What follows belongs to an exercise in optimizing a design on an open flow for small area, a short achievable clock period and few clock cycles; a production flow would make more cautious choices.
Where RTL was checked, it was by simulation tests only, not by an equivalence proof against the original.
No functional check of the RTL was part of runs 3 to 7.
Power is estimated from default activity; no workload was simulated.

===== design/flow/flow/run.sh =====
#!/bin/bash
set -euo pipefail
export BUFFER_PORTS_ARGS="-buffer_cell sky130_fd_sc_hd__buf_1"
bash standard.sh > flow_standard.log 2>&1

===== design/flow/standard.sh =====
#!/bin/bash
# synth_recipe.tcl (not shown) runs the flow's synth.tcl, then flattens the netlist and writes it again
# the make line also repeats each setting of config.mk as NAME=value (left out here)
make -C /OpenROAD-flow-scripts/flow DESIGN_CONFIG=/design/flow/config.mk WORK_HOME=/design/flow/orfs CLKGATE_MAP_FILE= SYNTH_SCRIPT=/design/flow/synth_recipe.tcl "${@:-finish}"

===== design/flow/config.mk =====
export PLATFORM = sky130hd
export DESIGN_NAME = bubble_sort
export DESIGN_NICKNAME = bubble_sort
export VERILOG_FILES = /design/flow/design.v
export SDC_FILE = /design/flow/constraint.sdc
export NUM_CORES = 4
export LEC_CHECK = 0
export CAP_MARGIN = 20
export CORE_MARGIN = 2
export CORE_UTILIZATION = 40
export SETUP_SLACK_MARGIN = 3.2
export SLEW_MARGIN = 20

===== design/flow/constraint.sdc =====
create_clock -name core_clock -period 5.0 [get_ports {clk}]
set_input_delay 1.0000 -clock core_clock [delete_from_list [all_inputs] [get_ports {clk}]]
set_output_delay 1.0000 -clock core_clock [all_outputs]
set_load 0.01 [all_outputs]

===== design/flow/design.v =====
module bubble_sort(
input clk,
input rst_n,
input [63:0] data,
input en,
output logic [7:0] data_o,
output logic [63:0] data_sort_o,
output logic wr_en,
output logic last
);
function automatic logic le8(input logic [7:0] x, input logic [7:0] y);
  logic [7:0] g, l;
  logic [3:0] g2, l2;
  logic [1:0] g4, l4;
  g = x & ~y;
  l = ~x & y;
  for (int k = 0; k < 4; k++) begin
    g2[k] = g[2*k+1] | (~l[2*k+1] & g[2*k]);
    l2[k] = l[2*k+1] | (~g[2*k+1] & l[2*k]);
  end
  for (int k = 0; k < 2; k++) begin
    g4[k] = g2[2*k+1] | (~l2[2*k+1] & g2[2*k]);
    l4[k] = l2[2*k+1] | (~g2[2*k+1] & l2[2*k]);
  end
  le8 = ~(g4[1] | (~l4[1] & g4[0]));
endfunction
logic [7:0] lo [4];      
logic [7:0] hi [4];      
logic [55:0] srt;        
logic [7:0] rem;         
logic [2:0] cnt;         
logic busy;
logic [7:0] pa [4], pb [4];
logic [3:0] ple;
always_comb
  for (int i = 0; i < 4; i++) begin
    pa[i] = data[16*i +: 8];
    pb[i] = data[16*i+8 +: 8];
    ple[i] = le8(pa[i], pb[i]);
  end
logic c [4][4];          
logic [3:0] win;
always_comb begin
  for (int i = 0; i < 4; i++)
    for (int j = 0; j < 4; j++)
      c[i][j] = le8(lo[i], lo[j]);
  for (int i = 0; i < 4; i++) begin
    win[i] = busy;
    for (int j = 0; j < 4; j++)
      if (j > i) win[i] = win[i] & c[i][j];
      else if (j < i) win[i] = win[i] & ~c[j][i];
  end
end
logic [7:0] m, rem_nxt;
always_comb begin
  m = 8'd0;
  rem_nxt = 8'hff;
  for (int i = 0; i < 4; i++) begin
    m = m | (lo[i] & {8{win[i]}});
    rem_nxt = rem_nxt & hi[i] & (lo[i] | {8{win[i]}});
  end
end
always_ff @(posedge clk) begin
  for (int i = 0; i < 4; i++)
    if (en) begin
      lo[i] <= ple[i] ? pa[i] : pb[i];
      hi[i] <= ple[i] ? pb[i] : pa[i];
    end else if (win[i]) begin
      lo[i] <= hi[i];
      hi[i] <= 8'hff;
    end
  if (busy) srt <= {srt[47:0], m};
  rem <= rem_nxt;
  cnt <= en ? 3'd0 : cnt + 3'd1;
end
always_ff @(posedge clk or negedge rst_n)
  if (!rst_n) begin
    busy  <= 1'b0;
    wr_en <= 1'b0;
    last  <= 1'b1;
  end else begin
    busy  <= en | (busy & (cnt != 3'd6));
    wr_en <= busy;
    last  <= ~(en | (busy & (cnt != 3'd6)));
  end
assign data_o = srt[7:0];
assign data_sort_o = {srt, rem};
endmodule

==> metrics.md, run 1 <==
| Metric | Value |
|---|---|
| Pwr Density | `450 nW/um2` |
| Top cells by area, synth | `edfxtp_1 50%, mux2i_1 5.0%, dfxtp_1 3.0%, maj3_1 3.0%, a21oi_1 2.8%` |
| DRT iter0 DRCs | `382` |
| Worst path required time | `5.16 ns` |
| DR WL met2 | `9680 um` |
| Final wirelength | `20300 um` |
| Max-cap viol count | `0` |
| Placed cell areas | `8020 um2` |
| Final instance area | `10400 um2` |
| Routed wl met3 | `972 um` |
| Critical register-to-register path startpoint | `lo[1][7]$_DFFE_PP_` |
| Via count | `6197` |
| Syn nets | `717` |
| Vias in the first global route | `5998` |
| Via density | `5.48` |
| Seq cells post-synth | `134` |
| EDFF count, synth | `120` |
| Core ar. | `17900 um2` |
| Final Wtd Congestion | `0.875` |
| RSZ-0062 raised after global routing | `true` |
| Initial DRT Pass Iterations | `5` |
| Initial antenna violation count | `0` |
| Startpoint types | `primary input` |
| Filler cells | `1471` |
| Synth Instances | `648` |
| Seq. cell area | `3900 um2` |
| Clock-pin slew on the worst setup and hold paths | `0.06 ns` |
| Status | `timing/DRC/antenna clean` |
| Final Hold Viols | `0` |
| Routed Antenna Nets | `0` |
| Std-Cell Rows | `49` |
| DIE HEIGHT | `139 um` |
| Sequential fraction of the synthesis area | `53.8%` |
| Worst-skew pair later-pin latency | `0.42 ns` |
| Most common cell after layout, fill and taps aside | `edfxtp_1` |
| # setup viols final | `0` |
| Setup slack, reg-to-reg | `2.29 ns` |
| Largest net degree at the start of global routing | `53` |
| Final period util | `57.2%` |
| Die X | `139 um` |
| Final Worst Setup Slack | `2.14 ns` |
| Synth Cell Area | `7250 um2` |
| Remaining DRCs | `0` |
| Total Neg Setup Slack | `0 ns` |
| Worst Path Max Fanout | `4` |
| Min Tclk post-route | `2.86 ns` |
| Most frequent cells in the layout | `120 x edfxtp_1, 87 x buf_4, 52 x buf_1, 48 x nand2_1, 47 x nor2_1` |
| GRT overflow | `0` |
| Pleak | `4.31 nW` |
| Max Slew Vio Count | `0` |
| Die area | `19200 um2` |
| Hold-fix buffers, CTS | `0` |
| Final #Nets | `957` |
| TritonCTS Sinks | `134` |
| Ys async rst share | `2.24%` |
| Setup Skew | `0.0168 ns` |
| Crit path kind | `primary input to flip-flop` |
| Slew @ Worst Pin | `0.600 ns` |
| Hpwl dp | `12700 um` |
| Hold Slack | `0.378 ns` |
| Syn_area_per_cell | `11.2 um2` |
| Initial core utilization | `40.5%` |
| Cell taking the most area after synthesis | `edfxtp_1` |
| Area of the multi-input gates | `3670 um2` |
| CTS tree | `yes` |
| Crit end category | `flip-flop` |
| Top cell type's share of synthesized area | `49.7%` |
| R2r worst-path depth | `10` |
| Global-route usage over all layers | `20.5%` |
| Fmax | `350 MHz` |
| CTS root buf | `clkbuf_16` |
| # IOs | `141` |
| Worst slack at placement | `1.50 ns` |
| WL met1 | `8700 um` |
| RR Endpoint | `rem[1]$_DFF_P_` |
| Number of port buffers | `140` |
| H-tree levels | `4` |
| Inserted Diodes | `0` |
| Fraction of layout cells with a size suffix above 1 | `40.5%` |
| HP Class | `primary input to async pin` |
| Clock Path Buffers | `2` |
| Global-route wire length before repair | `31400 um` |
| Routed len/inst | `18.0 um` |
| CP arrival | `3.02 ns` |
| Worst VDD drop | `0.000301 V` |
| Synth cell types | `73` |
| Area growth syn-to-layout | `44.1%` |
| TritonCTS Buffers | `17` |
| Relative slew margins | `60.0%` |
| Top_reg_cell synth | `edfxtp_1` |
| Top Metal Used | `met4` |
| Yosys warnings | `6` |
-- registers in the layout, indices dropped and copies added, names as in the netlist --
signal and cells:
srt 56, wr_en 1, last 1, cnt 3, hi 32, rem 8, busy 1, lo 32
-- cell type report --
cell class | count | share of cell area, %
Inverter | 49 | 1.81
Clock buffer | 26 | 5.71
Multi-Input combinational cell | 433 | 35.1
Timing Repair Buffer | 253 | 16.4
Clock inverter | 6 | 0.887
Sequential cell | 134 | 37.4
Tap cell | 229 | 2.74
-- per-layer routing --
layer  global-route usage [%]  up-vias
li1                         -     2939
met3                     4.21       52
met1                     25.6     2971
met4                     11.1        0
met5                        0        -
met2                     33.8      235
-- worst max-delay path by stage --
stage	startpoint	endpoint	slack, ns
final	data[56]	hi[3][6]$_SDFFCE_PN1P_	2.14
after global routing	data[56]	lo[3][0]$_DFFE_PP_	2.10
after CTS	data[56]	lo[3][2]$_DFFE_PP_	2.17
after detailed placement	data[8]	lo[0][0]$_DFFE_PP_	1.50
after global placement	data[56]	lo[3][0]$_DFFE_PP_	1.61
after floorplan	data[56]	hi[3][5]$_SDFFCE_PN1P_	1.91
-- critical path, cell delays in order --
cell and delay [ns]:
buf_6 0.09, nand2b_4 0.12, maj3_2 0.28, maj3_2 0.30, maj3_2 0.37, o211ai_4 0.25
o311ai_2 0.25, mux2i_1 0.27, nand2_1 0.08
-- timing repair --
action,in CTS,in global routing
pin swaps,40,38
setup buffers,86,24
setup endpoints to repair,216,215
cloned,9,0
resized for setup,133,102
-- synth_stat cells (3+ instances only) --
master,instances
nor3_1,5
o211ai_1,17
o221a_1,16
maj3_2,6
nor2b_1,27
o221ai_1,3
maj3_1,22
buf_2,7
a21o_1,4
clkbuf_1,15
mux2i_1,36
inv_1,49
buf_4,10
nand2_1,50
edfxtp_1,120
nand3b_1,3
nand3_1,12
and4_1,7
a21oi_1,41
a221o_1,7
dfxtp_1,11
or2_2,3
nand2b_1,22
o21ai_0,25
a31oi_1,7
nor2_1,51
buf_6,5
a22o_2,8
-- cells by family after synthesis --
| kind of cell | share of synthesized area (%) |
|---|---|
| AO/OA/AOI/OAI | 17.7 |
| AND/OR/NAND/NOR | 13.0 |
| multiplexers | 4.97 |
| adder cells (fa/ha/maj) | 4.31 |
| buffers and inverters | 6.01 |
| XOR/XNOR | 0.121 |
| flip-flops | 53.8 |
-- power breakdown --
part / total, mW / internal (mW) / switching (mW) / leakage [nW]
combinational: 1.54 / 0.788 / 0.751 / 2.62
sequential: 1.78 / 1.59 / 0.188 / 1.35
clock: 1.38 / 0.930 / 0.453 / 0.338
-- through the flow --
| stage | util [%] | std cells | total power, mW |
|---|---|---|---|
| floorplan | - | 648 | 2.45 |
| global placement | 44.8 | 979 | 2.72 |
| detailed placement | 44.8 | 979 | 2.74 |
| CTS | 55.6 | 1106 | 4.52 |
| global route | 58.3 | 1130 | 4.92 |
| finish | 58.3 | 1130 | 4.70 |
Testbench counts, summed over its fixed seeds: cycles 12,800.
==> inputs of run 2 (changes only) <==
--- a/design/flow/config.mk
+++ b/design/flow/config.mk
@@ -8,5 +8,4 @@
 export CAP_MARGIN = 20
 export CORE_MARGIN = 2
 export CORE_UTILIZATION = 40
-export SETUP_SLACK_MARGIN = 3.2
 export SLEW_MARGIN = 20
==> run 2 against run 1 <==
- still clean
- non-clock buffer count is 107 lower
- sequential share of layout area is 8.6 points higher
- synthesized cell count unchanged
- critical path type unchanged
- largest power group unchanged
==> metrics.md, run 2 <==
| Metric | Value |
|---|---|
| Die X | `139 um (unchanged)` |
| Clock Path Buffers | `2 (unchanged)` |
| TritonCTS Buffers | `17 (unchanged)` |
| Post-synthesis mux area share | `4.97% (unchanged)` |
| # setup viols final | `0 (unchanged)` |
| Simple-gate portion of the synthesized area | `13.0% (unchanged)` |
| Top cell type's share of synthesized area | `49.7% (unchanged)` |
| # IOs | `141 (unchanged)` |
| Syn nets | `717 (unchanged)` |
| Global-route usage over all layers | `18.0% (was 20.5%)` |
| Crit end category | `flip-flop (unchanged)` |
| Std-Cell Rows | `49 (unchanged)` |
| Max stage delay on crit path | `0.63 ns (was 0.37 ns)` |
| Seq cells post-synth | `134 (unchanged)` |
| Largest regs | `srt: 56 flops, hi: 32 flops, lo: 32 flops (unchanged)` |
| Count leader, synth | `edfxtp_1 (unchanged)` |
| Routed len/inst | `17.0 um (was 18.0 um)` |
| Ys async rst share | `2.24% (unchanged)` |
| EDFF count, synth | `120 (unchanged)` |
| Worst Path Max Fanout | `15 (was 4)` |
| Via count | `5569 (was 6197)` |
| Filler cells | `1663 (was 1471)` |
| Worst VDD drop | `0.000292 V (was 0.000301 V)` |
| Final #Nets | `841 (was 957)` |
| Max-cap viol count | `0 (unchanged)` |
| Synth cell count leaders | `120 x edfxtp_1, 51 x nor2_1, 50 x nand2_1 (unchanged)` |
| Die area | `19200 um2 (unchanged)` |
| Main combinational cell family by area after synthesis | `compound AO/OA/AOI/OAI gates (unchanged)` |
| Clock-pin slew on the worst setup and hold paths | `0.06 ns (about the same)` |
| GRT overflow | `0 (unchanged)` |
| Slew @ Worst Pin | `0.839 ns (was 0.600 ns)` |
| Hpwl dp | `12800 um (was 12700 um)` |
| Inserted Diodes | `0 (unchanged)` |
| Initial antenna violation count | `0 (unchanged)` |
| Critical path's top delay family | `compound AO/OA/AOI/OAI gates (was adder cells)` |
| Max Slew Vio Count | `0 (unchanged)` |
| Critical-path cell list | `buf_1, nand2b_1, maj3_1, o221ai_1, o311ai_0, a221oi_2, and2_1, mux2i_1, a21oi_1 (was buf_6, nand2b_4, maj3_2, maj3_2, maj3_2, o211ai_4, o311ai_2, mux2i_1, nand2_1)` |
| Relative slew margins | `44.0% (was 60.0%)` |
| RSZ-0062 raised after global routing | `false (was true)` |
| Hold Slack | `0.376 ns (was 0.378 ns)` |
| Levels on crit path | `9 (unchanged)` |
| Synth cell types | `73 (unchanged)` |
| DIE HEIGHT | `139 um (unchanged)` |
| Most frequent cells in the layout | `139 x buf_1, 120 x edfxtp_1, 51 x nor2_1, 50 x nand2_1, 49 x inv_1 (was 120 x edfxtp_1, 87 x buf_4, 52 x buf_1, 48 x nand2_1, 47 x nor2_1)` |
| Final total power | `4.00 mW (was 4.70 mW)` |
| Top cells by area, synth | `edfxtp_1 50%, mux2i_1 5.0%, dfxtp_1 3.0%, maj3_1 3.0%, a21oi_1 2.8% (unchanged)` |
| Syn_area_per_cell | `11.2 um2 (unchanged)` |
| Hold-fix buffers, CTS | `0 (unchanged)` |
| HP Class | `primary input to async pin (unchanged)` |
| Final Hold Viols | `0 (unchanged)` |
| Worst-skew pair later-pin latency | `0.42 ns (about the same)` |
| Initial DRT Pass Iterations | `5 (unchanged)` |
| Yosys warnings | `6 (unchanged)` |
| Vias in the first global route | `5335 (was 5998)` |
| Status | `timing/DRC/antenna clean (unchanged)` |
| Total Neg Setup Slack | `0 ns (unchanged)` |
| Setup Skew | `0.00954 ns (was 0.0168 ns)` |
| Worst path required time | `5.15 ns (was 5.16 ns)` |
| Remaining DRCs | `0 (unchanged)` |
| Most common cell after layout, fill and taps aside | `buf_1 (was edfxtp_1)` |
| CP bufs+invs | `1 (unchanged)` |
| Top_reg_cell synth | `edfxtp_1 (unchanged)` |
| Startpoint types | `primary input (unchanged)` |
| Via density | `5.50 (was 5.48)` |
| Top reg by flops | `srt (unchanged)` |
| Pleak | `3.18 nW (was 4.31 nW)` |
| Fmax | `309 MHz (was 350 MHz)` |
| TritonCTS Sinks | `134 (unchanged)` |
| Min Tclk post-route | `3.24 ns (was 2.86 ns)` |
| CTS root buf | `clkbuf_16 (unchanged)` |
| Pwr Density | `471 nW/um2 (was 450 nW/um2)` |
| CTS tree | `yes (unchanged)` |
| Final Wtd Congestion | `0.909 (was 0.875)` |
| Max reg flops | `56 (unchanged)` |
| Adder-cell share of the synthesized area | `4.31% (unchanged)` |
| Core ar. | `17900 um2 (unchanged)` |
| Global-route wire length before repair | `27800 um (was 31400 um)` |
| Crit path kind | `primary input to flip-flop (unchanged)` |
| Fraction of layout cells with a size suffix above 1 | `8.17% (was 40.5%)` |
| Largest net degree at the start of global routing | `62 (was 53)` |
| Routed Antenna Nets | `0 (unchanged)` |
| Compound-cell area share of the yosys netlist | `17.7% (unchanged)` |
| Post-Synth XOR/XNOR Area | `0.121% (unchanged)` |
| CP arrival | `3.38 ns (was 3.02 ns)` |
| Final wirelength | `17200 um (was 20300 um)` |
| CTS resizes | `0 (was 133)` |
| Area growth syn-to-layout | `17.1% (was 44.1%)` |
| Initial core utilization | `40.5% (unchanged)` |
| Number of port buffers | `140 (unchanged)` |
| R2r worst-path depth | `7 (was 10)` |
| Synth Instances | `648 (unchanged)` |
| Cell taking the most area after synthesis | `edfxtp_1 (unchanged)` |
| Synth Cell Area | `7250 um2 (unchanged)` |
| H-tree levels | `4 (unchanged)` |
| Final period util | `64.7% (was 57.2%)` |
| DRT iter0 DRCs | `406 (was 382)` |
| Postcts setup bufs | `0 (was 86)` |
| Critical Path Slowest Stage Cell | `and2_1 (was maj3_2)` |
| Sequential fraction of the synthesis area | `53.8% (unchanged)` |
[run 2: cell counts after synthesis]
Identical to the previous run, type by type.
[run 2: final timing paths]
| check | from | end | slack [ns] |
|---|---|---|---|
| max | data[8] | lo[0][4]$_DFFE_PP_ | 1.76 |
| min | rst_n | wr_en$_DFF_PN0_ | 0.38 |
| max reg2reg | lo[2][5]$_DFFE_PP_ | hi[2][4]$_SDFFCE_PN1P_ | 1.79 |
| min reg2reg | cnt[0]$_SDFF_PP0_ | cnt[0]$_SDFF_PP0_ | 0.43 |
| max in group asynchronous | rst_n | last$_DFF_PN1_ | 4.40 |
| min in group core_clock | cnt[0]$_SDFF_PP0_ | cnt[0]$_SDFF_PP0_ | 0.43 |
[run 2: worst register-to-register path: stages, from the launching register on]
cell and delay (ns):
edfxtp_1 0.48, inv_1 0.23, nand2_1 0.09, maj3_1 0.37, maj3_1 0.36, o41a_1 0.14, and4b_1 0.72, or2_2 0.49
[run 2: cell families (layout without fill, tap and decap cells)]
family,count (synthesis),count (layout)
xor+xnor,1,1
mux,36,36
buf+inv,90,225
fa+ha+maj,30,30
compound gates,168,168
flops,134,134
simple gates,189,189
[run 2: report_power, final]
group          switching (mW)  internal (mW)
clock network           0.449          0.877
registers               0.206           1.59
logic                   0.532          0.344
total                    1.19           2.82
[run 2: metal layers]
metal / share of wire, % / up-vias / global-route usage, %
met5: 0 / - / 0
met1: 45 / 2648 / 23.7
met3: 5.8 / 31 / 4.04
met4: 2.8 / 0 / 7.39
li1: - / 2675 / -
met2: 47 / 215 / 28.9
[run 2: cell type report]
| type | count | area (um2) | share of cell area [%] |
|---|---|---|---|
| clock inverter | 13 | 208 | 2.45 |
| sequential | 134 | 3900 | 45.9 |
| tap | 229 | 287 | 3.37 |
| inverter | 49 | 184 | 2.17 |
| clock buffer | 17 | 425 | 5.01 |
| multi-input combinational | 424 | 2910 | 34.3 |
| timing repair buffer | 146 | 572 | 6.73 |
[run 2: through the flow]
| stage | utilization, % | area, um2 | std cells | setup WS (ns) |
|---|---|---|---|---|
| finish | 47.4 | 8490 | 1012 | 1.76 |
| global route | 47.4 | 8490 | 1012 | 1.57 |
| CTS | 47.4 | 8490 | 1012 | 1.82 |
| detailed placement | 43.9 | 7860 | 982 | 1.39 |
| global placement | 43.9 | 7860 | 982 | 1.48 |
| floorplan | - | 7250 | 648 | 1.88 |
==> inputs of run 3 (changes only) <==
--- a/design/flow/design.v
+++ b/design/flow/design.v
@@ -9,20 +9,18 @@
 output logic last
 );
 function automatic logic le8(input logic [7:0] x, input logic [7:0] y);
-  logic [7:0] g, l;
-  logic [3:0] g2, l2;
-  logic [1:0] g4, l4;
+  logic [7:0] g, e;
+  logic gt;
   g = x & ~y;
-  l = ~x & y;
-  for (int k = 0; k < 4; k++) begin
-    g2[k] = g[2*k+1] | (~l[2*k+1] & g[2*k]);
-    l2[k] = l[2*k+1] | (~g[2*k+1] & l[2*k]);
+  e = ~(x ^ y);
+  gt = 1'b0;
+  for (int i = 0; i < 8; i++) begin
+    logic t;
+    t = g[i];
+    for (int j = i + 1; j < 8; j++) t = t & e[j];
+    gt = gt | t;
   end
-  for (int k = 0; k < 2; k++) begin
-    g4[k] = g2[2*k+1] | (~l2[2*k+1] & g2[2*k]);
-    l4[k] = l2[2*k+1] | (~g2[2*k+1] & l2[2*k]);
-  end
-  le8 = ~(g4[1] | (~l4[1] & g4[0]));
+  le8 = ~gt;
 endfunction
 logic [7:0] lo [4];      
 logic [7:0] hi [4];      
--- a/design/flow/config.mk
+++ b/design/flow/config.mk
@@ -8,4 +8,5 @@
 export CAP_MARGIN = 20
 export CORE_MARGIN = 2
 export CORE_UTILIZATION = 40
+export SETUP_SLACK_MARGIN = 2.8
 export SLEW_MARGIN = 20
==> run 3 against run 2 <==
- maximum frequency up 24%
- register-to-register slack better by 0.59 ns
- non-clock buffer count grew 103
- clock-buffer cell count is 2 higher
- first-iteration DRC count is 26% higher
- area after synthesis fell by 0.28%
- sequential power rose by 4%
- sequential share of layout area decreased by 10 points
- via count rose by 12%
- largest cell class is now multi-input gates
- highest routed layer unchanged
==> metrics.md, run 3 <==
| Metric | Value |
|---|---|
| Final Hold Viols | `0 (unchanged)` |
| # setup viols final | `0 (unchanged)` |
| Clock-pin slew on the worst setup and hold paths | `0.06 ns (about the same)` |
| Most common cell after layout, fill and taps aside | `edfxtp_1 (was buf_1)` |
| Synth Cell Area | `7230 um2 (was 7250 um2)` |
| R2r worst-path depth | `9 (was 7)` |
| Final Wtd Congestion | `0.882 (was 0.909)` |
| Number of port buffers | `140 (unchanged)` |
| Final wirelength | `22100 um (was 17200 um)` |
| Top cells by area, synth | `edfxtp_1 50%, ha_1 12%, mux2i_1 5.0%, a21oi_1 3.5%, o211ai_1 3.3% (was edfxtp_1 50%, mux2i_1 5.0%, dfxtp_1 3.0%, maj3_1 3.0%, a21oi_1 2.8%)` |
| Count leader, synth | `edfxtp_1 (unchanged)` |
| Die area | `19200 um2 (about the same)` |
| Worst-skew pair later-pin latency | `0.43 ns (was 0.42 ns)` |
| Seq cells post-synth | `134 (unchanged)` |
| Via density | `5.64 (was 5.50)` |
| Clock Path Buffers | `2 (unchanged)` |
| Via count | `6237 (was 5569)` |
| Initial antenna violation count | `0 (unchanged)` |
| Pleak | `4.14 nW (was 3.18 nW)` |
| Setup slack, reg-to-reg | `2.38 ns (was 1.79 ns)` |
| Crit path kind | `flip-flop to flip-flop (was primary input to flip-flop)` |
| Core ar. | `17800 um2 (was 17900 um2)` |
| DRT iter0 DRCs | `511 (was 406)` |
| Synth Instances | `617 (was 648)` |
| TritonCTS Sinks | `134 (unchanged)` |
| Largest net degree at the start of global routing | `58 (was 62)` |
| Total Neg Setup Slack | `0 ns (unchanged)` |
| Setup Skew | `0.0132 ns (was 0.00954 ns)` |
| Initial core utilization | `40.5% (about the same)` |
| Die X | `138 um (was 139 um)` |
| Top reg by flops | `srt (unchanged)` |
| TritonCTS Buffers | `17 (unchanged)` |
| Syn nets | `756 (was 717)` |
| DIE HEIGHT | `138 um (was 139 um)` |
| Relative slew margins | `57.1% (was 44.0%)` |
| RSZ-0062 raised after global routing | `true (was false)` |
| GRT overflow | `0 (unchanged)` |
| Critical-path cell list | `inv_2, ha_4, a2111oi_4, nand2_1, o22ai_4, buf_6, and4_4, o22ai_2, nor4_4 (was buf_1, nand2b_1, maj3_1, o221ai_1, o311ai_0, a221oi_2, and2_1, mux2i_1, a21oi_1)` |
| Area growth syn-to-layout | `50.5% (was 17.1%)` |
| Initial DRT Pass Iterations | `5 (unchanged)` |
| H-tree levels | `4 (unchanged)` |
| Global-route usage over all layers | `21.8% (was 18.0%)` |
| Largest regs | `srt: 56 flops, hi: 32 flops, lo: 32 flops (unchanged)` |
| Synth cell types | `39 (was 73)` |
| Max-cap viol count | `0 (unchanged)` |
| Final total power | `4.92 mW (was 4.00 mW)` |
| Routed len/inst | `20.0 um (was 17.0 um)` |
| Worst Path Max Fanout | `5 (was 15)` |
| Final Non-Filler Cells | `1105 (was 1012)` |
| EDFF count, synth | `120 (unchanged)` |
| Max Slew Vio Count | `0 (unchanged)` |
| Remaining DRCs | `0 (unchanged)` |
| Critical Path Slowest Stage Cell | `edfxtp_1 (was and2_1)` |
| Cells after DPL | `954 (was 982)` |
| Sequential fraction of the synthesis area | `53.9% (was 53.8%)` |
| Final #Nets | `1002 (was 841)` |
| Top_reg_cell synth | `edfxtp_1 (unchanged)` |
| Fraction of layout cells with a size suffix above 1 | `37.7% (was 8.17%)` |
| Min Tclk post-route | `2.62 ns (was 3.24 ns)` |
| Fmax | `382 MHz (was 309 MHz)` |
| CTS tree | `yes (unchanged)` |
| Max reg flops | `56 (unchanged)` |
| Critical path's top delay family | `simple AND/OR/NAND/NOR gates (was compound AO/OA/AOI/OAI gates)` |
| RR Endpoint | `rem[5]$_DFF_P_ (was hi[2][4]$_SDFFCE_PN1P_)` |
| Hold-fix buffers, CTS | `0 (unchanged)` |
| Slew @ Worst Pin | `0.643 ns (was 0.839 ns)` |
| Std-Cell Rows | `49 (unchanged)` |
| Top cell type's share of synthesized area | `49.8% (was 49.7%)` |
| Pwr Density | `452 nW/um2 (was 471 nW/um2)` |
| Cell taking the most area after synthesis | `edfxtp_1 (unchanged)` |
| Synth cell count leaders | `120 x edfxtp_1, 72 x ha_1, 54 x inv_1, 54 x nor2_1, 50 x a21oi_1 (was 120 x edfxtp_1, 51 x nor2_1, 50 x nand2_1)` |
| CTS root buf | `clkbuf_16 (unchanged)` |
| Routed Antenna Nets | `0 (unchanged)` |
| Worst path required time | `5.30 ns (was 5.15 ns)` |
| Hpwl dp | `13300 um (was 12800 um)` |
| Most frequent cells in the layout | `120 x edfxtp_1, 112 x buf_1, 75 x buf_4, 47 x nor2_1, 45 x ha_1 (was 139 x buf_1, 120 x edfxtp_1, 51 x nor2_1, 50 x nand2_1, 49 x inv_1)` |
| Max stage delay on crit path | `0.48 ns (was 0.63 ns)` |
| Final period util | `52.4% (was 64.7%)` |
| HP Class | `primary input to async pin (unchanged)` |
| Status | `timing/DRC/antenna clean (unchanged)` |
| CP arrival | `2.92 ns (was 3.38 ns)` |
| Vias in the first global route | `6113 (was 5335)` |
| Global-route wire length before repair | `32600 um (was 27800 um)` |
| Crit end category | `flip-flop (unchanged)` |
| CP bufs+invs | `2 (was 1)` |
| Inserted Diodes | `0 (unchanged)` |
| Ys async rst share | `2.24% (unchanged)` |
| Yosys warnings | `6 (unchanged)` |
| Critical register-to-register path startpoint | `lo[3][5]$_DFFE_PP_ (was lo[2][5]$_DFFE_PP_)` |
| Syn_area_per_cell | `11.7 um2 (was 11.2 um2)` |
| Startpoint types | `flip-flop (was primary input)` |
| # IOs | `141 (unchanged)` |
| Worst VDD drop | `0.000272 V (was 0.000292 V)` |
run 3: cell count changes after synthesis, sizes merged, moves of 10 or more:
| cell | previous run | this run |
|---|---|---|
| o221a | 16 | 0 |
| o211ai | 18 | 32 |
| ha | 2 | 72 |
| o21ai | 25 | 2 |
| nand4b | 0 | 10 |
| a21oi | 41 | 54 |
| nor2b | 27 | 0 |
| nand2b | 22 | 0 |
| maj3 | 28 | 0 |
| a22oi | 2 | 16 |
run 3: metal layers:
| metal | wire length [um] | GRT usage [%] |
|---|---|---|
| met2 | 11000 | 36.4 |
| met5 | 0 | 0 |
| met1 | 8980 | 27.4 |
| met4 | 823 | 8.70 |
| met3 | 1380 | 5.16 |
run 3: worst max-delay path by stage:
stage / startpoint / end / slack, ns / cells past startpoint
global route: lo[3][2]$_DFFE_PP_ / rem[7]$_DFF_P_ / 2.34 / 10
global placement: data[26] / lo[1][2]$_DFFE_PP_ / 1.48 / 9
detailed placement: data[26] / lo[1][6]$_DFFE_PP_ / 1.40 / 9
floorplan: data[9] / lo[0][2]$_DFFE_PP_ / 2.43 / 9
finish: lo[3][5]$_DFFE_PP_ / rem[5]$_DFF_P_ / 2.38 / 9
CTS: lo[0][5]$_DFFE_PP_ / rem[1]$_DFF_P_ / 2.54 / 10
run 3: layout make-up:
cell class / instances / area, um2
Multi-Input combinational cell: 407 / 4070
Tap cell: 229 / 287
Sequential cell: 134 / 3900
Clock buffer: 19 / 433
Inverter: 54 / 298
Timing Repair Buffer: 249 / 1780
Fill cell: 1364 / 6960
Clock inverter: 13 / 109
run 3: logic make-up (layout without fill, tap and decap cells):
| group | Yosys count | count (layout) | synth area share [%] |
|---|---|---|---|
| AND/OR/NAND/NOR | 144 | 149 | 9.74 |
| AO/OA/AOI/OAI | 142 | 149 | 13.3 |
| flip-flops | 134 | 134 | 53.9 |
| buffers and inverters | 88 | 335 | 5.40 |
| adder cells (fa/ha/maj) | 72 | 72 | 12.5 |
| multiplexers | 36 | 36 | 4.98 |
| XOR/XNOR | 1 | 1 | 0.121 |
run 3: where the power goes:
group | total (mW) | internal, mW | leakage, nW | switching [mW]
registers | 1.87 | 1.64 | 1.35 | 0.229
clock network | 1.14 | 0.678 | 0.257 | 0.464
logic | 1.90 | 0.893 | 2.53 | 1.01
total | 4.92 | 3.22 | 4.14 | 1.70
run 3: worst reg2reg max path: cells and delay by family (launching register included):
family / cells / cell delay, ns
buffers and inverters: 2 / 0.31
flip-flops: 1 / 0.48
adder cells (fa/ha/maj): 1 / 0.24
AO/OA/AOI/OAI: 3 / 0.65
AND/OR/NAND/NOR: 3 / 0.80
run 3: metrics by stage:
step / setup WS (ns) / hold slack [ns] / util, % / instance area [um2]
after global placement: 1.48 / 0.412 / 46.2 / 8240
after floorplan: 2.43 / 0.402 / - / 7650
final: 2.38 / 0.371 / 61.0 / 10900
after global routing: 2.34 / 0.367 / 61.0 / 10900
after detailed placement: 1.40 / 0.432 / 46.2 / 8240
after CTS: 2.54 / 0.359 / 57.6 / 10300
run 3: timing repair:
| item | 4_1_cts | 5_1_grt |
|---|---|---|
| buffers inserted | 77 | 26 |
| endpoints found under the setup margin | 144 | 144 |
| pin swaps | 61 | 53 |
| cloned | 13 | 3 |
| gates resized for setup | 159 | 96 |
==> inputs of run 4 (changes only) <==
--- a/design/flow/config.mk
+++ b/design/flow/config.mk
@@ -8,5 +8,4 @@
 export CAP_MARGIN = 20
 export CORE_MARGIN = 2
 export CORE_UTILIZATION = 40
-export SETUP_SLACK_MARGIN = 2.8
 export SLEW_MARGIN = 20
==> run 4 against run 3 <==
- register-to-register slack lost 0.62 ns
- clock skew down 0.0025 ns
- cell area fell by 22%
- highest routed layer unchanged
==> metrics.md, run 4 <==
| Metric | Value |
|---|---|
| Relative slew margins | `28.4% (was 57.1%)` |
| Core ar. | `17800 um2 (unchanged)` |
| EDFF count, synth | `120 (unchanged)` |
| Pleak | `3.31 nW (was 4.14 nW)` |
| Cell taking the most area after synthesis | `edfxtp_1 (unchanged)` |
| Top reg by flops | `srt (unchanged)` |
| Core Util, Final | `47.4% (was 61.0%)` |
| Clock-pin slew on the worst setup and hold paths | `0.06 ns (about the same)` |
| Count leader, synth | `edfxtp_1 (unchanged)` |
| Worst VDD drop | `0.000484 V (was 0.000272 V)` |
| CP arrival | `3.31 ns (was 2.92 ns)` |
| Number of port buffers | `140 (unchanged)` |
| Worst slack at placement | `1.52 ns (was 1.40 ns)` |
| Sequential fraction of the synthesis area | `53.9% (unchanged)` |
| Status | `timing/DRC/antenna clean (unchanged)` |
| Synth cell count leaders | `120 x edfxtp_1, 72 x ha_1, 54 x inv_1, 54 x nor2_1, 50 x a21oi_1 (unchanged)` |
| DRT iter0 DRCs | `272 (was 511)` |
| Yosys warnings | `6 (unchanged)` |
| R2r worst-path depth | `6 (was 9)` |
| Hold-fix buffers, CTS | `0 (unchanged)` |
| Max-cap viol count | `0 (unchanged)` |
| Slew @ Worst Pin | `1.07 ns (was 0.643 ns)` |
| Min Tclk post-route | `3.24 ns (was 2.62 ns)` |
| Setup Skew | `0.0107 ns (was 0.0132 ns)` |
| # setup viols final | `0 (unchanged)` |
| Final Wtd Congestion | `0.909 (was 0.882)` |
| Top cells by area, synth | `edfxtp_1 50%, ha_1 12%, mux2i_1 5.0%, a21oi_1 3.5%, o211ai_1 3.3% (unchanged)` |
| Filler cells | `1633 (was 1364)` |
| Placed cell areas | `7880 um2 (was 8240 um2)` |
| Final Worst Setup Slack | `1.76 ns (was 2.38 ns)` |
| Critical register-to-register path startpoint | `lo[0][5]$_DFFE_PP_ (was lo[3][5]$_DFFE_PP_)` |
| Setup slack, reg-to-reg | `1.76 ns (was 2.38 ns)` |
| Final #Nets | `884 (was 1002)` |
| Synth Cell Area | `7230 um2 (unchanged)` |
| Routed len/inst | `17.2 um (was 20.0 um)` |
| Postcts setup bufs | `0 (was 77)` |
| Final Hold Viols | `0 (unchanged)` |
| Crit end category | `flip-flop (unchanged)` |
| Std-Cell Rows | `49 (unchanged)` |
| Final instance area | `8460 um2 (was 10900 um2)` |
| Clock Path Buffers | `2 (unchanged)` |
| Worst-skew pair later-pin latency | `0.42 ns (was 0.43 ns)` |
| Synth Instances | `617 (unchanged)` |
| Final period util | `64.7% (was 52.4%)` |
| Crit path kind | `flip-flop to flip-flop (unchanged)` |
| # IOs | `141 (unchanged)` |
| Initial core utilization | `40.5% (unchanged)` |
| CTS tree | `yes (unchanged)` |
| Max reg flops | `56 (unchanged)` |
| Seq cells post-synth | `134 (unchanged)` |
| CTS resizes | `0 (was 159)` |
| Worst path required time | `5.08 ns (was 5.30 ns)` |
| Top_reg_cell synth | `edfxtp_1 (unchanged)` |
| Die area | `19200 um2 (unchanged)` |
| Largest regs | `srt: 56 flops, hi: 32 flops, lo: 32 flops (unchanged)` |
| Remaining DRCs | `0 (unchanged)` |
| Die X | `138 um (unchanged)` |
| Inserted Diodes | `0 (unchanged)` |
| TritonCTS Sinks | `134 (unchanged)` |
| Most frequent cells in the layout | `139 x buf_1, 120 x edfxtp_1, 72 x ha_1, 54 x inv_1, 54 x nor2_1 (was 120 x edfxtp_1, 112 x buf_1, 75 x buf_4, 47 x nor2_1, 45 x ha_1)` |
| Area growth syn-to-layout | `17.1% (was 50.5%)` |
| HP Class | `primary input to async pin (unchanged)` |
| RSZ-0062 raised after global routing | `false (was true)` |
| Final wirelength | `17000 um (was 22100 um)` |
| Via density | `5.35 (was 5.64)` |
| RR Endpoint | `lo[0][5]$_DFFE_PP_ (was rem[5]$_DFF_P_)` |
| Global-route usage over all layers | `18.1% (was 21.8%)` |
| Startpoint types | `flip-flop (unchanged)` |
| Routed Antenna Nets | `0 (unchanged)` |
| Most common cell after layout, fill and taps aside | `buf_1 (was edfxtp_1)` |
| Hpwl dp | `12800 um (was 13300 um)` |
| Ys async rst share | `2.24% (unchanged)` |
| Top cell type's share of synthesized area | `49.8% (unchanged)` |
| DIE HEIGHT | `138 um (unchanged)` |
| Pwr Density | `488 nW/um2 (was 452 nW/um2)` |
| Max Slew Vio Count | `0 (unchanged)` |
| GRT overflow | `0 (unchanged)` |
| CTS root buf | `clkbuf_16 (unchanged)` |
| Vias in the first global route | `5225 (was 6113)` |
| Worst Path Max Fanout | `17 (was 5)` |
| Via count | `5278 (was 6237)` |
| Synth cell types | `39 (unchanged)` |
| Total Neg Setup Slack | `0 ns (unchanged)` |
| Fmax | `309 MHz (was 382 MHz)` |
| TritonCTS Buffers | `17 (unchanged)` |
| Initial DRT Pass Iterations | `5 (unchanged)` |
| Syn_area_per_cell | `11.7 um2 (unchanged)` |
| Initial antenna violation count | `0 (unchanged)` |
| Syn nets | `756 (unchanged)` |
| Fraction of layout cells with a size suffix above 1 | `5.94% (was 37.7%)` |
| Global-route wire length before repair | `27200 um (was 32600 um)` |
| H-tree levels | `4 (unchanged)` |
| Largest net degree at the start of global routing | `57 (was 58)` |
[run 4: cell type report]
cell class,instances,area (um2),share of cell area [%]
flip-flops and latches,134,3900,46.1
multi-input cells,395,2960,35.0
inverters,54,203,2.39
clock inverters,14,134,1.58
well taps,229,287,3.39
clock buffers,18,429,5.07
repair buffers,143,549,6.49
[run 4: worst max path at each step]
stage / start / to / slack, ns / depth (start not counted)
6_report: lo[0][5]$_DFFE_PP_ / lo[0][5]$_DFFE_PP_ / 1.76 / 6
4_1_cts: lo[1][5]$_DFFE_PP_ / lo[1][6]$_DFFE_PP_ / 1.80 / 6
3_3_place_gp: data[42] / lo[2][2]$_DFFE_PP_ / 1.55 / 9
5_1_grt: lo[0][5]$_DFFE_PP_ / lo[0][1]$_DFFE_PP_ / 1.49 / 6
3_5_place_dp: data[10] / lo[0][2]$_DFFE_PP_ / 1.52 / 9
2_1_floorplan: busy$_DFF_PN0_ / hi[3][0]$_SDFFCE_PN1P_ / 1.80 / 4
[run 4: power breakdown]
| group | switching (mW) | total, mW | internal [mW] |
|---|---|---|---|
| Sequential | 0.242 | 1.89 | 1.65 |
| Clock | 0.455 | 1.18 | 0.727 |
| Combinational | 0.670 | 1.06 | 0.390 |
[run 4: metrics by stage]
stage | power [mW] | instances | hold WS (ns)
floorplan | 2.58 | 617 | 0.402
CTS | 4.16 | 987 | 0.360
detailed placement | 2.97 | 955 | 0.429
finish | 4.13 | 987 | 0.377
global placement | 2.92 | 955 | 0.413
global route | 4.37 | 987 | 0.364
[run 4: cells by family after synthesis]
logic type	count (synthesis)	synth area share (%)
simple gates	144	9.74
compound gates	142	13.3
flops	134	53.9
buf+inv	88	5.40
fa+ha+maj	72	12.5
mux	36	4.98
xor+xnor	1	0.121
[run 4: critical path, cell delays in order, from the launching register on]
cell,delay [ns]
edfxtp_1,0.51
ha_1,0.38
a2111oi_0,0.48
nand2_1,0.12
o22ai_2,0.23
and4b_1,0.69
or2_2,0.48
[run 4: per-layer routing]
layer | GRT usage, % | vias to the layer above | part of all wire, %
met1 | 22.7 | 2460 | 44
met4 | 8.97 | 0 | 3.3
li1 | - | 2571 | -
met2 | 29.4 | 207 | 47
met3 | 4.23 | 40 | 5.7
met5 | 0 | - | 0
==> inputs of run 5 (changes only) <==
--- a/design/flow/config.mk
+++ b/design/flow/config.mk
@@ -8,4 +8,6 @@
 export CAP_MARGIN = 20
 export CORE_MARGIN = 2
 export CORE_UTILIZATION = 40
+export SETUP_SLACK_MARGIN = 2.0
 export SLEW_MARGIN = 20
+export TNS_END_PERCENT = 5
==> run 5 against run 4 <==
- still clean
- cell count increased by 0.51%
- clock-buffer cell count up 6
- global-route usage decreased by 0.098 points
- non-clock buffer count rose by 5
- worst hold slack got worse by 0.0013 ns
- worst setup slack improved by 0.32 ns
- sequential cell count is the same
- critical path type unchanged
==> metrics.md, run 5 <==
| Metric | Value |
|---|---|
| Status | `timing/DRC/antenna clean (unchanged)` |
| Final Wtd Congestion | `0.871 (was 0.909)` |
| Remaining DRCs | `0 (unchanged)` |
| Pleak | `3.33 nW (was 3.31 nW)` |
| Fraction of layout cells with a size suffix above 1 | `6.68% (was 5.94%)` |
| Seq cells post-synth | `134 (unchanged)` |
| Fmax | `343 MHz (was 309 MHz)` |
| RSZ-0062 raised after global routing | `true (was false)` |
| CTS tree | `yes (unchanged)` |
| Setup slack, reg-to-reg | `2.08 ns (was 1.76 ns)` |
| Top cell type's share of synthesized area | `49.8% (unchanged)` |
| Sequential fraction of the synthesis area | `53.9% (unchanged)` |
| Slew @ Worst Pin | `0.862 ns (was 1.07 ns)` |
| Final total power | `4.07 mW (was 4.13 mW)` |
| Synth Instances | `617 (unchanged)` |
| Synth cell count leaders | `120 x edfxtp_1, 72 x ha_1, 54 x inv_1, 54 x nor2_1, 50 x a21oi_1 (unchanged)` |
| H-tree levels | `4 (unchanged)` |
| CP arrival | `3.00 ns (was 3.31 ns)` |
| Top_reg_cell synth | `edfxtp_1 (unchanged)` |
| Syn_area_per_cell | `11.7 um2 (unchanged)` |
| Die X | `138 um (unchanged)` |
| Crit path kind | `flip-flop to flip-flop (unchanged)` |
| Final wirelength | `17000 um (about the same)` |
| Via density | `5.29 (was 5.35)` |
| TritonCTS Sinks | `134 (unchanged)` |
| Number of port buffers | `140 (unchanged)` |
| Relative slew margins | `42.3% (was 28.4%)` |
| Max reg flops | `56 (unchanged)` |
| Filler cells | `1668 (was 1633)` |
| Hpwl dp | `12900 um (was 12800 um)` |
| HP Class | `primary input to async pin (unchanged)` |
| Final #Nets | `889 (was 884)` |
| Total Neg Setup Slack | `0 ns (unchanged)` |
| Routed len/inst | `17.1 um (was 17.2 um)` |
| Ys async rst share | `2.24% (unchanged)` |
| Count leader, synth | `edfxtp_1 (unchanged)` |
| Area growth syn-to-layout | `17.2% (was 17.1%)` |
| Synth cell types | `39 (unchanged)` |
| CTS root buf | `clkbuf_16 (unchanged)` |
| Most common cell after layout, fill and taps aside | `buf_1 (unchanged)` |
| Worst-skew pair later-pin latency | `0.42 ns (about the same)` |
| Vias in the first global route | `5077 (was 5225)` |
| Max-cap viol count | `0 (unchanged)` |
| Largest net degree at the start of global routing | `37 (was 57)` |
| # setup viols final | `0 (unchanged)` |
| Die area | `19200 um2 (unchanged)` |
| Core Util, Final | `47.5% (was 47.4%)` |
| Setup Skew | `0.00999 ns (was 0.0107 ns)` |
| DRT iter0 DRCs | `332 (was 272)` |
| Cells after DPL | `957 (was 955)` |
| Worst path required time | `5.08 ns (about the same)` |
| Most frequent cells in the layout | `139 x buf_1, 120 x edfxtp_1, 72 x ha_1, 54 x inv_1, 54 x nor2_1 (unchanged)` |
| Final Hold Viols | `0 (unchanged)` |
| Global-route wire length before repair | `27000 um (was 27200 um)` |
| Global-route usage over all layers | `18.0% (was 18.1%)` |
| Startpoint types | `flip-flop (unchanged)` |
| Worst VDD drop | `0.000269 V (was 0.000484 V)` |
| Top cells by area, synth | `edfxtp_1 50%, ha_1 12%, mux2i_1 5.0%, a21oi_1 3.5%, o211ai_1 3.3% (unchanged)` |
| Final period util | `58.4% (was 64.7%)` |
| Clock-pin slew on the worst setup and hold paths | `0.05 ns (was 0.06 ns)` |
| Crit end category | `flip-flop (unchanged)` |
| Syn nets | `756 (unchanged)` |
| Yosys warnings | `6 (unchanged)` |
| TritonCTS Buffers | `17 (unchanged)` |
| Routed Antenna Nets | `0 (unchanged)` |
| GRT overflow | `0 (unchanged)` |
| Synth Cell Area | `7230 um2 (unchanged)` |
| Initial antenna violation count | `0 (unchanged)` |
| Hold-fix buffers, CTS | `0 (unchanged)` |
| DIE HEIGHT | `138 um (unchanged)` |
| Top reg by flops | `srt (unchanged)` |
| Largest regs | `srt: 56 flops, hi: 32 flops, lo: 32 flops (unchanged)` |
| Core ar. | `17800 um2 (unchanged)` |
| Final Non-Filler Cells | `992 (was 987)` |
| Clock Path Buffers | `2 (unchanged)` |
| Inserted Diodes | `0 (unchanged)` |
| Min Tclk post-route | `2.92 ns (was 3.24 ns)` |
| # IOs | `141 (unchanged)` |
| Std-Cell Rows | `49 (unchanged)` |
| Pwr Density | `480 nW/um2 (was 488 nW/um2)` |
| Cell taking the most area after synthesis | `edfxtp_1 (unchanged)` |
| Initial core utilization | `40.5% (unchanged)` |
| Worst Path Max Fanout | `17 (unchanged)` |
| Initial DRT Pass Iterations | `5 (unchanged)` |
| Max Slew Vio Count | `0 (unchanged)` |
| EDFF count, synth | `120 (unchanged)` |
| Via count | `5250 (was 5278)` |
-- run 5: critical path, stage by stage (launching register included) --
cell and delay [ns]:
edfxtp_1 0.52, ha_1 0.38, nand3_1 0.08, a21oi_1 0.18, o22ai_2 0.14, nor4b_4 0.78
or2_2 0.49
-- run 5: path summary, 6_finish.rpt --
path	start	depth (start not counted)	end
worst max-delay path	lo[0][5]$_DFFE_PP_	6	lo[3][0]$_DFFE_PP_
worst min-delay path	rst_n	1	wr_en$_DFF_PN0_
worst max register to register	lo[0][5]$_DFFE_PP_	6	lo[3][0]$_DFFE_PP_
worst min register to register	srt[21]$_DFFE_PP_	0	srt[29]$_DFFE_PP_
max in group asynchronous	rst_n	1	last$_DFF_PN1_
min in group core_clock	srt[21]$_DFFE_PP_	0	srt[29]$_DFFE_PP_
-- run 5: kinds of logic (layout without fill, tap and decap cells) --
family | Yosys count | count (layout) | share of synthesized area, %
AOI/OAI and AO/OA | 142 | 142 | 13.3
and+or+nand+nor | 144 | 144 | 9.74
buffers and inverters | 88 | 234 | 5.40
xor gates and xnor gates | 1 | 1 | 0.121
DFF | 134 | 134 | 53.9
adders and majority gates | 72 | 72 | 12.5
muxes | 36 | 36 | 4.98
-- run 5: repair_timing --
action / 4_1_cts / 5_1_grt
pin swaps: 0 / 1
buffers inserted: 0 / 3
setup endpoints to repair: 40 / 70
resized for setup: 3 / 2
-- run 5: routing by layer --
metal	global-route usage, %	share of wire, %	vias up
met2	29.5	48	187
met1	23.5	44	2458
li1	-	-	2581
met3	4.36	5.7	24
met4	5.75	1.8	0
met5	0	0	-
-- run 5: metrics by stage --
step,hold slack (ns),instance area (um2),setup WS (ns)
finish,0.376,8470,2.08
global route,0.376,8470,1.98
CTS,0.359,8430,1.94
detailed placement,0.432,7890,1.52
global placement,0.413,7890,1.64
floorplan,0.402,7230,2.30
-- run 5: area by class of cell --
cell class | count | area (um2) | area share [%]
clock buffers | 24 | 452 | 5.33
clock inverters | 8 | 77.6 | 0.915
inverters | 54 | 203 | 2.39
multi-input cells | 395 | 2970 | 35.0
flip-flops and latches | 134 | 3900 | 46.0
well taps | 229 | 287 | 3.38
repair buffers | 148 | 587 | 6.92
-- run 5: where the power goes --
| part | switching, mW | total, mW | internal [mW] | leakage, nW |
|---|---|---|---|---|
| combinational | 0.664 | 1.07 | 0.403 | 1.72 |
| sequential | 0.240 | 1.89 | 1.65 | 1.35 |
| clock | 0.436 | 1.12 | 0.681 | 0.254 |
| total | 1.34 | 4.07 | 2.73 | 3.33 |
==> inputs of run 6 (changes only) <==
--- a/design/flow/config.mk
+++ b/design/flow/config.mk
@@ -8,6 +8,6 @@
 export CAP_MARGIN = 20
 export CORE_MARGIN = 2
 export CORE_UTILIZATION = 40
-export SETUP_SLACK_MARGIN = 2.0
+export SETUP_SLACK_MARGIN = 2.8
 export SLEW_MARGIN = 20
 export TNS_END_PERCENT = 5
==> run 6 against run 5 <==
- die area is the same
- largest cell class unchanged
- critical path depth grew 2
- area after synthesis unchanged
- sequential power is essentially flat
==> metrics.md, run 6 <==
| Metric | Value |
|---|---|
| Status | `timing/DRC/antenna clean (unchanged)` |
| CTS root buf | `clkbuf_16 (unchanged)` |
| Register share of total power | `42.0% (was 46.3%)` |
| Gate power share | `31.8% (was 26.2%)` |
| DIE HEIGHT | `138 um (unchanged)` |
| Synth Instances | `617 (unchanged)` |
| HP Class | `primary input to async pin (unchanged)` |
| Initial core utilization | `40.5% (unchanged)` |
| Die X | `138 um (unchanged)` |
| Total Neg Setup Slack | `0 ns (unchanged)` |
| Crit path kind | `flip-flop to flip-flop (unchanged)` |
| Syn nets | `756 (unchanged)` |
| # setup viols final | `0 (unchanged)` |
| Final Wtd Congestion | `0.881 (was 0.871)` |
| Die area | `19200 um2 (unchanged)` |
| Clock network fraction of total power | `26.2% (was 27.5%)` |
| Max-cap viol count | `0 (unchanged)` |
| Crit end category | `flip-flop (unchanged)` |
| Worst path required time | `5.31 ns (was 5.08 ns)` |
| Critical Path Slowest Stage Cell | `edfxtp_1 (was nor4b_4)` |
| Slew @ Worst Pin | `0.807 ns (was 0.862 ns)` |
| Initial antenna violation count | `0 (unchanged)` |
| Sequential fraction of the synthesis area | `53.9% (unchanged)` |
| Area growth syn-to-layout | `28.7% (was 17.2%)` |
| Max stage delay on crit path | `0.44 ns (was 0.78 ns)` |
| Clock-pin slew on the worst setup and hold paths | `0.06 ns (was 0.05 ns)` |
| Fraction of layout cells with a size suffix above 1 | `19.1% (was 6.68%)` |
| Most common cell after layout, fill and taps aside | `buf_1 (unchanged)` |
| Pint | `2.90 mW (was 2.73 mW)` |
| Most frequent cells in the layout | `131 x buf_1, 120 x edfxtp_1, 59 x ha_1, 53 x nor2_1, 47 x a21oi_1 (was 139 x buf_1, 120 x edfxtp_1, 72 x ha_1, 54 x inv_1, 54 x nor2_1)` |
| H-tree levels | `4 (unchanged)` |
| RSZ-0062 raised after global routing | `true (unchanged)` |
| Max Slew Vio Count | `0 (unchanged)` |
| EDFF count, synth | `120 (unchanged)` |
| Std-Cell Rows | `49 (unchanged)` |
| Critical-path cell list | `buf_4, ha_4, a2111oi_2, nand2_1, o22ai_4, and4_4, o22ai_1, nor4_2 (was ha_1, nand3_1, a21oi_1, o22ai_2, nor4b_4, or2_2)` |
| P_sw | `1.57 mW (was 1.34 mW)` |
| Routed Antenna Nets | `0 (unchanged)` |
| Final wirelength | `18500 um (was 17000 um)` |
| Largest regs | `srt: 56 flops, hi: 32 flops, lo: 32 flops (unchanged)` |
| Cell taking the most area after synthesis | `edfxtp_1 (unchanged)` |
| Max reg flops | `56 (unchanged)` |
| Largest net degree at the start of global routing | `64 (was 37)` |
| Syn_area_per_cell | `11.7 um2 (unchanged)` |
| Core ar. | `17800 um2 (unchanged)` |
| Final total power | `4.47 mW (was 4.07 mW)` |
| Final period util | `50.3% (was 58.4%)` |
| Seq cells post-synth | `134 (unchanged)` |
| Top cell type's share of synthesized area | `49.8% (unchanged)` |
| Sw Share | `35.1% (was 32.9%)` |
| Clock Path Buffers | `2 (unchanged)` |
| Startpoint types | `flip-flop (unchanged)` |
| CP bufs+invs | `1 (was 0)` |
| Top reg by flops | `srt (unchanged)` |
| Pleak | `3.57 nW (was 3.33 nW)` |
| Hpwl dp | `12900 um (about the same)` |
| Via count | `5612 (was 5250)` |
| Number of port buffers | `140 (unchanged)` |
| Synth cell count leaders | `120 x edfxtp_1, 72 x ha_1, 54 x inv_1, 54 x nor2_1, 50 x a21oi_1 (unchanged)` |
| Yosys warnings | `6 (unchanged)` |
| TritonCTS Buffers | `17 (unchanged)` |
| Critical path's top delay family | `simple AND/OR/NAND/NOR gates (unchanged)` |
| Global-route usage over all layers | `19.3% (was 18.0%)` |
| CTS tree | `yes (unchanged)` |
| Global-route wire length before repair | `29200 um (was 27000 um)` |
| Top cells by area, synth | `edfxtp_1 50%, ha_1 12%, mux2i_1 5.0%, a21oi_1 3.5%, o211ai_1 3.3% (unchanged)` |
| GRT overflow | `0 (unchanged)` |
| Vias in the first global route | `5523 (was 5077)` |
| Worst Path Max Fanout | `7 (was 17)` |
| TritonCTS Sinks | `134 (unchanged)` |
| Worst-skew pair later-pin latency | `0.43 ns (was 0.42 ns)` |
| Count leader, synth | `edfxtp_1 (unchanged)` |
| Routed len/inst | `17.9 um (was 17.1 um)` |
| Final #Nets | `928 (was 889)` |
| Top_reg_cell synth | `edfxtp_1 (unchanged)` |
| Fmax | `398 MHz (was 343 MHz)` |
| Via density | `5.44 (was 5.29)` |
| Remaining DRCs | `0 (unchanged)` |
| Pwr Density | `481 nW/um2 (was 480 nW/um2)` |
| Relative slew margins | `46.2% (was 42.3%)` |
| Min Tclk post-route | `2.51 ns (was 2.92 ns)` |
| # IOs | `141 (unchanged)` |
| Initial DRT Pass Iterations | `6 (was 5)` |
| Setup Skew | `0.0111 ns (was 0.00999 ns)` |
| Ys async rst share | `2.24% (unchanged)` |
| Final Hold Viols | `0 (unchanged)` |
| Synth cell types | `39 (unchanged)` |
| CP arrival | `2.82 ns (was 3.00 ns)` |
| Synth Cell Area | `7230 um2 (unchanged)` |
| DRT iter0 DRCs | `376 (was 332)` |
| Worst VDD drop | `0.000317 V (was 0.000269 V)` |
| Inserted Diodes | `0 (unchanged)` |
## run 6: cell counts after synthesis
No cell type changed its count.
## run 6: path summary, 6_finish.rpt
kind	startpoint	end	slack, ns	depth (start not counted)
max	lo[1][5]$_DFFE_PP_	rem[3]$_DFF_P_	2.49	8
min	rst_n	busy$_DFF_PN0_	0.37	1
max reg2reg	lo[1][5]$_DFFE_PP_	rem[3]$_DFF_P_	2.49	8
min reg2reg	cnt[0]$_SDFF_PP0_	cnt[0]$_SDFF_PP0_	0.44	1
max in group asynchronous	rst_n	last$_DFF_PN1_	4.41	1
min in group core_clock	cnt[0]$_SDFF_PP0_	cnt[0]$_SDFF_PP0_	0.44	1
## run 6: timing repair
| action | CTS | global route |
|---|---|---|
| pin swaps | 24 | 10 |
| buffers inserted | 32 | 3 |
| cloned | 8 | 2 |
| setup endpoints to repair | 144 | 144 |
| hold buffers | 0 | 0 |
| gates resized for setup | 50 | 14 |
## run 6: layer usage
layer  part of all wire, %  GRT usage (%)
met3                   5.9           4.23
met2                    49           32.3
met1                    42           24.6
met4                   3.2           7.52
met5                     0              0
## run 6: kinds of logic (layout without fill, tap and decap cells)
logic type	count (synthesis)	after routing	share of synthesized area, %
adders and majority gates	72	72	12.5
and+or+nand+nor	144	150	9.74
buffers and inverters	88	263	5.40
muxes	36	36	4.98
AOI/OAI and AO/OA	142	146	13.3
xor gates and xnor gates	1	1	0.121
DFF	134	134	53.9
## run 6: layout make-up
cell class                 count  area, um2
sequential                   134       3900
multi-input combinational    405       3440
fill                        1555       8540
clock buffer                  17        425
clock inverter                15        133
tap                          229        287
inverter                      54        250
timing repair buffer         177        867
## run 6: power groups by stage
stage                     combinational (mW)  sequential [mW]  clock [mW]
after CTS                               1.38             1.89        1.19
after global placement                  1.04             1.90           0
final                                   1.42             1.88        1.17
after global routing                    1.55             1.92        1.25
after floorplan                        0.679             1.93           0
after detailed placement                1.07             1.91           0
## run 6: worst reg2reg max path, cell delays in order, from the launching register on
cell	delay, ns
edfxtp_1	0.44
buf_4	0.19
ha_4	0.22
a2111oi_2	0.29
nand2_1	0.15
o22ai_4	0.27
and4_4	0.35
o22ai_1	0.12
nor4_2	0.36
## run 6: metrics by stage
| stage | instance area [um2] | setup WS, ns | std cells | utilization (%) | hold WS, ns |
|---|---|---|---|---|---|
| after floorplan | 7440 | 2.43 | 617 | - | 0.402 |
| final | 9310 | 2.49 | 1031 | 52.2 | 0.367 |
| after detailed placement | 8050 | 1.51 | 954 | 45.1 | 0.430 |
| after global placement | 8050 | 1.57 | 954 | 45.1 | 0.415 |
| after global routing | 9310 | 2.45 | 1031 | 52.2 | 0.369 |
| after CTS | 9200 | 2.56 | 1026 | 51.6 | 0.354 |
==> inputs of run 7 (changes only) <==
--- a/design/flow/config.mk
+++ b/design/flow/config.mk
@@ -8,6 +8,6 @@
 export CAP_MARGIN = 20
 export CORE_MARGIN = 2
 export CORE_UTILIZATION = 40
-export SETUP_SLACK_MARGIN = 2.8
+export SETUP_SLACK_MARGIN = 2.4
 export SLEW_MARGIN = 20
 export TNS_END_PERCENT = 5
==> run 7 against run 6 <==
- first-iteration DRC count decreased by 3.2%
- utilization fell by 3.4 points
- power is 6.6% lower
- critical path depth did not move
- sequential power about the same
- cell count fell by 1.8%
- clock skew about the same
- combinational power is 18% lower
- cell area fell by 6.5%
- area after synthesis unchanged
- critical endpoint is now rem[2]$_DFF_P_
- highest routed layer unchanged
==> metrics.md, run 7 <==
| Metric | Value |
|---|---|
| Status | `timing/DRC/antenna clean (unchanged)` |
| # setup viols final | `0 (unchanged)` |
| Remaining DRCs | `0 (unchanged)` |
| Sw Share | `33.1% (was 35.1%)` |
| TritonCTS Sinks | `134 (unchanged)` |
| Pwr Density | `480 nW/um2 (was 481 nW/um2)` |
| Die X | `138 um (unchanged)` |
| Crit path kind | `flip-flop to flip-flop (unchanged)` |
| Critical-path cell list | `buf_4, ha_1, a2111oi_2, nand2_1, o22ai_2, and4_4, o22ai_1, nor4_1 (was buf_4, ha_4, a2111oi_2, nand2_1, o22ai_4, and4_4, o22ai_1, nor4_2)` |
| Clock network fraction of total power | `26.8% (was 26.2%)` |
| Clock Path Buffers | `2 (unchanged)` |
| Die area | `19200 um2 (unchanged)` |
| Global-route wire length before repair | `27400 um (was 29200 um)` |
| Critical Path Slowest Stage Cell | `edfxtp_1 (unchanged)` |
| Max Slew Vio Count | `0 (unchanged)` |
| Clock-pin slew on the worst setup and hold paths | `0.05 ns (was 0.06 ns)` |
| Setup Skew | `0.0107 ns (was 0.0111 ns)` |
| Min Tclk post-route | `2.66 ns (was 2.51 ns)` |
| Vias in the first global route | `5110 (was 5523)` |
| Initial DRT Pass Iterations | `6 (unchanged)` |
| Synth cell types | `39 (unchanged)` |
| Filler cells | `1659 (was 1555)` |
| Syn nets | `756 (unchanged)` |
| Number of port buffers | `140 (unchanged)` |
| P_sw | `1.38 mW (was 1.57 mW)` |
| Slew @ Worst Pin | `0.710 ns (was 0.807 ns)` |
| Sequential fraction of the synthesis area | `53.9% (unchanged)` |
| Via count | `5403 (was 5612)` |
| RR Endpoint | `rem[2]$_DFF_P_ (was rem[3]$_DFF_P_)` |
| Std-Cell Rows | `49 (unchanged)` |
| Final period util | `53.2% (was 50.3%)` |
| Final wirelength | `17900 um (was 18500 um)` |
| Startpoint types | `flip-flop (unchanged)` |
| Routed len/inst | `17.7 um (was 17.9 um)` |
| Top cells by area, synth | `edfxtp_1 50%, ha_1 12%, mux2i_1 5.0%, a21oi_1 3.5%, o211ai_1 3.3% (unchanged)` |
| Fmax | `376 MHz (was 398 MHz)` |
| Initial core utilization | `40.5% (unchanged)` |
| Final #Nets | `909 (was 928)` |
| RSZ-0062 raised after global routing | `true (unchanged)` |
| CTS tree | `yes (unchanged)` |
| Worst VDD drop | `0.000270 V (was 0.000317 V)` |
| R2r worst-path depth | `8 (unchanged)` |
| Area growth syn-to-layout | `20.3% (was 28.7%)` |
| Final Hold Viols | `0 (unchanged)` |
| Synth Instances | `617 (unchanged)` |
| Relative slew margins | `52.6% (was 46.2%)` |
| Total Neg Setup Slack | `0 ns (unchanged)` |
| Top cell type's share of synthesized area | `49.8% (unchanged)` |
| Seq cells post-synth | `134 (unchanged)` |
| Routed Antenna Nets | `0 (unchanged)` |
| Final Wtd Congestion | `0.871 (was 0.881)` |
| Cells after DPL | `957 (was 954)` |
| Count leader, synth | `edfxtp_1 (unchanged)` |
| Core ar. | `17800 um2 (unchanged)` |
| Synth cell count leaders | `120 x edfxtp_1, 72 x ha_1, 54 x inv_1, 54 x nor2_1, 50 x a21oi_1 (unchanged)` |
| GRT overflow | `0 (unchanged)` |
| Initial antenna violation count | `0 (unchanged)` |
| Inserted Diodes | `0 (unchanged)` |
| Most common cell after layout, fill and taps aside | `buf_1 (unchanged)` |
| Syn_area_per_cell | `11.7 um2 (unchanged)` |
| Max-cap viol count | `0 (unchanged)` |
| Register share of total power | `45.1% (was 42.0%)` |
| Yosys warnings | `6 (unchanged)` |
| Setup slack, reg-to-reg | `2.34 ns (was 2.49 ns)` |
| Gate power share | `28.1% (was 31.8%)` |
| Synth Cell Area | `7230 um2 (unchanged)` |
| Pint | `2.79 mW (was 2.90 mW)` |
| DIE HEIGHT | `138 um (unchanged)` |
| DRT iter0 DRCs | `364 (was 376)` |
| Worst path required time | `5.28 ns (was 5.31 ns)` |
| Via density | `5.34 (was 5.44)` |
| Fraction of layout cells with a size suffix above 1 | `9.58% (was 19.1%)` |
| Global-route usage over all layers | `18.2% (was 19.3%)` |
| EDFF count, synth | `120 (unchanged)` |
| Hold-fix buffers, CTS | `0 (unchanged)` |
| CTS root buf | `clkbuf_16 (unchanged)` |
| Max stage delay on crit path | `0.43 ns (was 0.44 ns)` |
| # IOs | `141 (unchanged)` |
| Levels on crit path | `8 (unchanged)` |
| H-tree levels | `4 (unchanged)` |
| Largest net degree at the start of global routing | `38 (was 64)` |
| TritonCTS Buffers | `17 (unchanged)` |
| HP Class | `primary input to async pin (unchanged)` |
| Max reg flops | `56 (unchanged)` |
| Largest regs | `srt: 56 flops, hi: 32 flops, lo: 32 flops (unchanged)` |
| Pleak | `3.43 nW (was 3.57 nW)` |
| Top_reg_cell synth | `edfxtp_1 (unchanged)` |
| Crit end category | `flip-flop (unchanged)` |
| Hold Slack | `0.375 ns (was 0.367 ns)` |
| CP arrival | `2.94 ns (was 2.82 ns)` |
| Critical path's top delay family | `simple AND/OR/NAND/NOR gates (unchanged)` |
| Worst Setup SP | `lo[1][5]$_DFFE_PP_ (unchanged)` |
| Seq. cell area | `3900 um2 (about the same)` |
| Cell taking the most area after synthesis | `edfxtp_1 (unchanged)` |
| CP bufs+invs | `1 (unchanged)` |
| Area of the multi-input gates | `3050 um2 (was 3440 um2)` |
| Top reg by flops | `srt (unchanged)` |
| Ys async rst share | `2.24% (unchanged)` |
| Worst-skew pair later-pin latency | `0.42 ns (was 0.43 ns)` |
| CP Capture Point | `rem[2]$_DFF_P_ (was rem[3]$_DFF_P_)` |
| Critical register-to-register path startpoint | `lo[1][5]$_DFFE_PP_ (unchanged)` |
| Final Non-Filler Cells | `1012 (was 1031)` |
| Hpwl dp | `12900 um (about the same)` |
| Most frequent cells in the layout | `139 x buf_1, 120 x edfxtp_1, 72 x ha_1, 54 x inv_1, 54 x nor2_1 (was 131 x buf_1, 120 x edfxtp_1, 59 x ha_1, 53 x nor2_1, 47 x a21oi_1)` |
| Worst Path Max Fanout | `14 (was 7)` |
-- run 7: cell counts after synthesis --
No cell type changed its count.
-- run 7: kinds of logic after synthesis --
kind of cell / after synthesis / synth area share [%]
fa+ha+maj: 72 / 12.5
xor+xnor: 1 / 0.121
buf+inv: 88 / 5.40
flops: 134 / 53.9
mux: 36 / 4.98
simple gates: 144 / 9.74
compound gates: 142 / 13.3
-- run 7: what timing repair did --
action                     CTS  global route
buffers inserted             6            11
gates resized for setup      8            12
setup endpoints to repair  128           137
cloned                       1             5
pin swaps                    2             5
-- run 7: through the flow --
step	instance area, um2	worst slack [ns]	total power [mW]	util (%)
floorplan	7230	2.30	2.58	-
global placement	7890	1.64	2.92	44.2
detailed placement	7890	1.52	2.96	44.2
CTS	8500	2.06	4.14	47.7
global route	8700	2.25	4.42	48.8
finish	8700	2.34	4.18	48.8
-- run 7: power groups by stage --
stage	registers, mW	logic, mW	clock network (mW)
final	1.88	1.17	1.12
after global routing	1.92	1.30	1.20
after CTS	1.89	1.10	1.15
after detailed placement	1.91	1.05	0
after global placement	1.90	1.02	0
after floorplan	1.93	0.656	0
-- run 7: final cells by class --
cell class	count	area share (%)
Inverter	54	2.33
Clock inverter	8	0.892
Timing Repair Buffer	162	8.38
Clock buffer	24	5.19
Tap cell	229	3.29
Multi-Input combinational cell	401	35.1
Sequential cell	134	44.8
-- run 7: worst min-delay path by stage --
stage / startpoint / end / slack (ns) / cells past startpoint
5_1_grt: rst_n / wr_en$_DFF_PN0_ / 0.38 / 1
2_1_floorplan: cnt[0]$_SDFF_PP0_ / cnt[0]$_SDFF_PP0_ / 0.40 / 1
3_5_place_dp: srt[21]$_DFFE_PP_ / srt[29]$_DFFE_PP_ / 0.43 / 0
6_report: rst_n / wr_en$_DFF_PN0_ / 0.38 / 1
3_3_place_gp: cnt[0]$_SDFF_PP0_ / cnt[0]$_SDFF_PP0_ / 0.41 / 1
4_1_cts: rst_n / wr_en$_DFF_PN0_ / 0.36 / 1
-- run 7: worst register-to-register path: cells and delay by family, from the launching register on --
kind,cells,cell delay (ns)
DFF,1,0.43
and+or+nand+nor,3,0.92
buffers and inverters,1,0.18
AOI/OAI and AO/OA,3,0.65
adders and majority gates,1,0.34
-- run 7: routing by layer --
metal / up-vias / GRT usage [%] / share of wire (%)
met1: 2536 / 23.9 / 43
met5: - / 0 / 0
met2: 204 / 29.9 / 48
met3: 27 / 4.36 / 6.2
li1: 2636 / - / -
met4: 0 / 5.64 / 1.9

Re-timed with assumed drivers on the ports (clkbuf_16 on the clock, buf_2 on other inputs), run 7 has 2.342 ns of setup slack against 2.342 ns with ideal ports, and 1.944 ns once port delays also move by the mid clock arrival of 0.454 ns.
